Source: an optimization exercise on an open RTL-to-GDS flow (aim: small area). Production flows keep margins and buffers that such runs may drop. In this exercise RTL edits were held to simulation tests only and were not proved equivalent to the original. No activity file was given, so power comes from the tool's default toggle rates.

==> module dac8734_spi, before the edit <==
module dac8734_spi (
    input  wire        clk,
    input  wire        reset,
    input  wire [31:0] spi_config_in,
    input  wire        spi_config_selected,
    input  wire [31:0] spi_data_in,
    input  wire        spi_data_selected,
    input  wire        sdi,
    output wire        busy,
    output wire [31:0] spi_data_out,
    output wire        data_write,
    output wire        io_out,
    output wire        io_oe,
    output wire        sck,
    output wire [7:0]  cs
);
localparam [3:0] IDLE0      = 4'b0000,
                 IDLE       = 4'b0010,
                 WAIT0      = 4'b0100,
                 WAIT       = 4'b0110,
                 LOW        = 4'b1000,
                 HIGH       = 4'b1100,
                 LAST_HIGH  = 4'b1110,
                 LAST_LOW   = 4'b1010,
                 EXTEND_LOW = 4'b1001;
reg [3:0] state;
reg       lsb_first, slave_en, end_spi, cspol, cpol, cpha;
reg [7:0] cs_val;
reg [4:0] length;
reg [7:1] clk_div;
reg        busy_state;
reg        spi_start;
reg        data_load;
reg  [4:0] data_remain;
reg  [7:0] count;
reg        sdo;
reg [31:0] sr;
reg  [5:0] nbits;
reg        sck_buffer;
reg  [7:0] cs_buffer;
wire in_frame  = state[3];
wire init      = ~state[3] & state[1];
wire cs_next   = state[3] | state[2];
wire sck_next  = state[3] & state[2];
wire start     = init & spi_start;
wire rcpha     = cpha ^ slave_en;
wire count_end = (count == 8'h1);
reg [3:0] state_n;
reg       data_load_n;
always @(*) begin
    state_n     = state;
    data_load_n = 1'b0;
    case (state)
        IDLE0, IDLE: begin
            if (start) begin
                state_n     = rcpha ? EXTEND_LOW : LOW;
                data_load_n = ~rcpha;
            end else begin
                state_n     = IDLE;
            end
        end
        WAIT0, WAIT: begin
            if (start) begin
                state_n     = rcpha ? EXTEND_LOW : LOW;
                data_load_n = ~rcpha;
            end else begin
                state_n     = WAIT;
            end
        end
        LOW: if (count_end) begin
            state_n     = (data_remain == 5'h0) ? LAST_HIGH : HIGH;
            data_load_n = rcpha;
        end
        HIGH: if (count_end) begin
            state_n     = LOW;
            data_load_n = ~rcpha;
        end
        LAST_HIGH: if (count_end) begin
            state_n     = LAST_LOW;
            data_load_n = ~rcpha & ~slave_en;
        end
        LAST_LOW: if (count_end) begin
            state_n     = end_spi ? IDLE0 : WAIT0;
        end
        EXTEND_LOW: if (count_end) begin
            state_n     = LOW;
        end
        default: ;
    endcase
end
wire load_sr = ~in_frame & ~start & (init | ~busy_state);
integer i;
reg [31:0] rx_mask;
wire [1:0] p = nbits[4:3];
wire [2:0] q = nbits[2:0];
wire [3:0] g = {1'b0, p[1] & p[0], p[1], p[1] | p[0]};
wire [3:0] e = {p[1] & p[0], p[1] & ~p[0], ~p[1] & p[0], ~p[1] & ~p[0]};
wire [7:0] t;
assign t[0] = |q;
assign t[1] = q[2] | q[1];
assign t[2] = q[2] | (q[1] & q[0]);
assign t[3] = q[2];
assign t[4] = q[2] & (q[1] | q[0]);
assign t[5] = q[2] & q[1];
assign t[6] = q[2] & q[1] & q[0];
assign t[7] = 1'b0;
wire [3:0] rg = nbits[5] ? 4'hf : lsb_first ? g : {g[0], g[1], g[2], g[3]};
wire [3:0] re = lsb_first ? e : {e[0], e[1], e[2], e[3]};
wire [7:0] ct = lsb_first ? t : {t[0], t[1], t[2], t[3], t[4], t[5], t[6], t[7]};
wire [3:0] rge = rg | re;
always @(*)
    for (i = 0; i < 32; i = i + 1)
        rx_mask[i] = rge[i / 8] & (rg[i / 8] | ct[i % 8]);
always @(posedge clk) begin
    if (reset) begin
        state      <= IDLE0;
        busy_state <= 1'b0;
        data_load  <= 1'b0;
        {lsb_first, slave_en, end_spi, cs_val, length, cspol, cpol, cpha, clk_div} <= 26'h0;
    end else begin
        state     <= state_n;
        data_load <= data_load_n;
        if (~in_frame)
            busy_state <= start | (spi_data_selected & ~state[2]);
        if (spi_config_selected & ~busy_state)
            {lsb_first, slave_en, end_spi, cs_val, length, cspol, cpol, cpha, clk_div} <=
                {spi_config_in[31:29], spi_config_in[23:1]};
    end
end
always @(posedge clk) begin
    spi_start <= spi_data_selected & ~busy_state;
    if (~in_frame)
        data_remain <= length;
    else if (state == HIGH && count_end)
        data_remain <= data_remain - 5'h1;
    if (in_frame & ~count_end)
        count <= count - 8'h1;
    else
        count <= {1'b0, clk_div};
    if (load_sr)
        for (i = 0; i < 32; i = i + 1)
            sr[i] <= spi_data_in[31 - i];
    else if (data_load)
        sr <= lsb_first ? {sr[30:0], sdi} : {sdi, sr[31:1]};
    sck_buffer <= sck_next ^ cpol;
    cs_buffer  <= ~({8{cspol}} ^ ({8{cs_next}} & cs_val));
end
always @(posedge clk) begin
    if (reset | init) begin
        sdo   <= 1'b0;
        nbits <= 6'h0;
    end else if (data_load) begin
        sdo   <= ~nbits[5] & (lsb_first ? sr[31] : sr[0]);
        nbits <= nbits + 6'h1;
    end
end
assign busy         = busy_state;
assign spi_data_out = sr & rx_mask;
assign data_write   = slave_en & ~state[3] & ~state[1] & (state[2] | busy_state);
assign io_out       = sdo;
assign io_oe        = ~slave_en;
assign sck          = sck_buffer;
assign cs           = cs_buffer;
endmodule
clock: 10.0 ns
lec_check: 0
abc_area: 1
cap_margin: 20
core_margin: 2
core_utilization: 40
slew_margin: 20
standard.sh (not shown) runs the stock make flow with config.mk's settings and CLKGATE_MAP_FILE= SYNTH_SCRIPT=/design/flow/synth_recipe.tcl, a recipe that flattens the netlist after the stock synthesis.
==> flow/flow/run.sh <==
#!/bin/bash
# Own layout flow: the standard ORFS flow (standard.sh, unchanged synthesis),
# with smaller port buffers and a leaner clock tree, set through the ORFS
# variables BUFFER_PORTS_ARGS and CTS_ARGS. Each tool's output goes to its own
# log file here; ORFS's per-step logs stay under orfs/logs/.
set -euo pipefail
source flow/knobs.sh
bash standard.sh > standard.log 2>&1
==> flow/flow/knobs.sh <==
export BUFFER_PORTS_ARGS="-buffer_cell sky130_fd_sc_hd__buf_1"
export CTS_ARGS="-sink_clustering_enable -repair_clock_nets -dont_use_dummy_load -buf_list sky130_fd_sc_hd__clkbuf_4 -root_buf sky130_fd_sc_hd__clkbuf_8"
Then changed:
--- a/flow/design.v
+++ b/flow/design.v
@@ -45,7 +45,7 @@
 wire sck_next  = state[3] & state[2];
 wire start     = init & spi_start;
 wire rcpha     = cpha ^ slave_en;
-wire count_end = (count == 8'h1);
+wire count_end = (count == 8'h0);
 reg [3:0] state_n;
 reg       data_load_n;
 always @(*) begin
@@ -92,26 +92,9 @@
 wire load_sr = ~in_frame & ~start & (init | ~busy_state);
 integer i;
 reg [31:0] rx_mask;
-wire [1:0] p = nbits[4:3];
-wire [2:0] q = nbits[2:0];
-wire [3:0] g = {1'b0, p[1] & p[0], p[1], p[1] | p[0]};
-wire [3:0] e = {p[1] & p[0], p[1] & ~p[0], ~p[1] & p[0], ~p[1] & ~p[0]};
-wire [7:0] t;
-assign t[0] = |q;
-assign t[1] = q[2] | q[1];
-assign t[2] = q[2] | (q[1] & q[0]);
-assign t[3] = q[2];
-assign t[4] = q[2] & (q[1] | q[0]);
-assign t[5] = q[2] & q[1];
-assign t[6] = q[2] & q[1] & q[0];
-assign t[7] = 1'b0;
-wire [3:0] rg = nbits[5] ? 4'hf : lsb_first ? g : {g[0], g[1], g[2], g[3]};
-wire [3:0] re = lsb_first ? e : {e[0], e[1], e[2], e[3]};
-wire [7:0] ct = lsb_first ? t : {t[0], t[1], t[2], t[3], t[4], t[5], t[6], t[7]};
-wire [3:0] rge = rg | re;
 always @(*)
     for (i = 0; i < 32; i = i + 1)
-        rx_mask[i] = rge[i / 8] & (rg[i / 8] | ct[i % 8]);
+        rx_mask[i] = lsb_first ? (nbits > i) : (nbits > 31 - i);
 always @(posedge clk) begin
     if (reset) begin
         state      <= IDLE0;
@@ -137,7 +120,7 @@
     if (in_frame & ~count_end)
         count <= count - 8'h1;
     else
-        count <= {1'b0, clk_div};
+        count <= {1'b0, clk_div} - 8'h1;
     if (load_sr)
         for (i = 0; i < 32; i = i + 1)
             sr[i] <= spi_data_in[31 - i];
Outcome:
- wire length went up by 5.3%
- clock-buffer cell count is unchanged
- design area went up by 4.4%
- setup slack improved by 0.33 ns
- non-clock buffer count went down by 2
- combinational power went up by 13%
- utilization went down by 0.35 points
- hold slack got worse by 0.016 ns
- die area went up by 4.9%

separate check: timing with driven ports:
Ports are ideal in the flow. The routed layouts listed here were re-timed in OpenROAD. Step 1 sets driving cells, clkbuf_16 on the clock port and buf_2 on the other inputs (assumed; they add their load-dependent delay and slew). Step 2 moves the port delays by t, midway between the first and last clock arrival at a register: inputs arrive t later, outputs are due t later. That takes back most of the time a late clock gives input paths. a / b / c = ideal / step 1 / step 2; a / b = the first two.
| run | shift t [ns] | slack for setup (ns) | worst setup path at the end | clock arrival spread, ns | slew at the worst register clock pin (ns) |
|---|---|---|---|---|---|
| the first run | 0.384 | 5.369 / 5.339 / 5.722 | register to output | 0.023 / 0.023 | 0.09 / 0.09 |
| the second run | 0.388 | 5.696 / 5.667 / 6.054 | register to output | 0.030 / 0.031 | 0.10 / 0.10 |
After both steps every run listed still meets setup and hold.
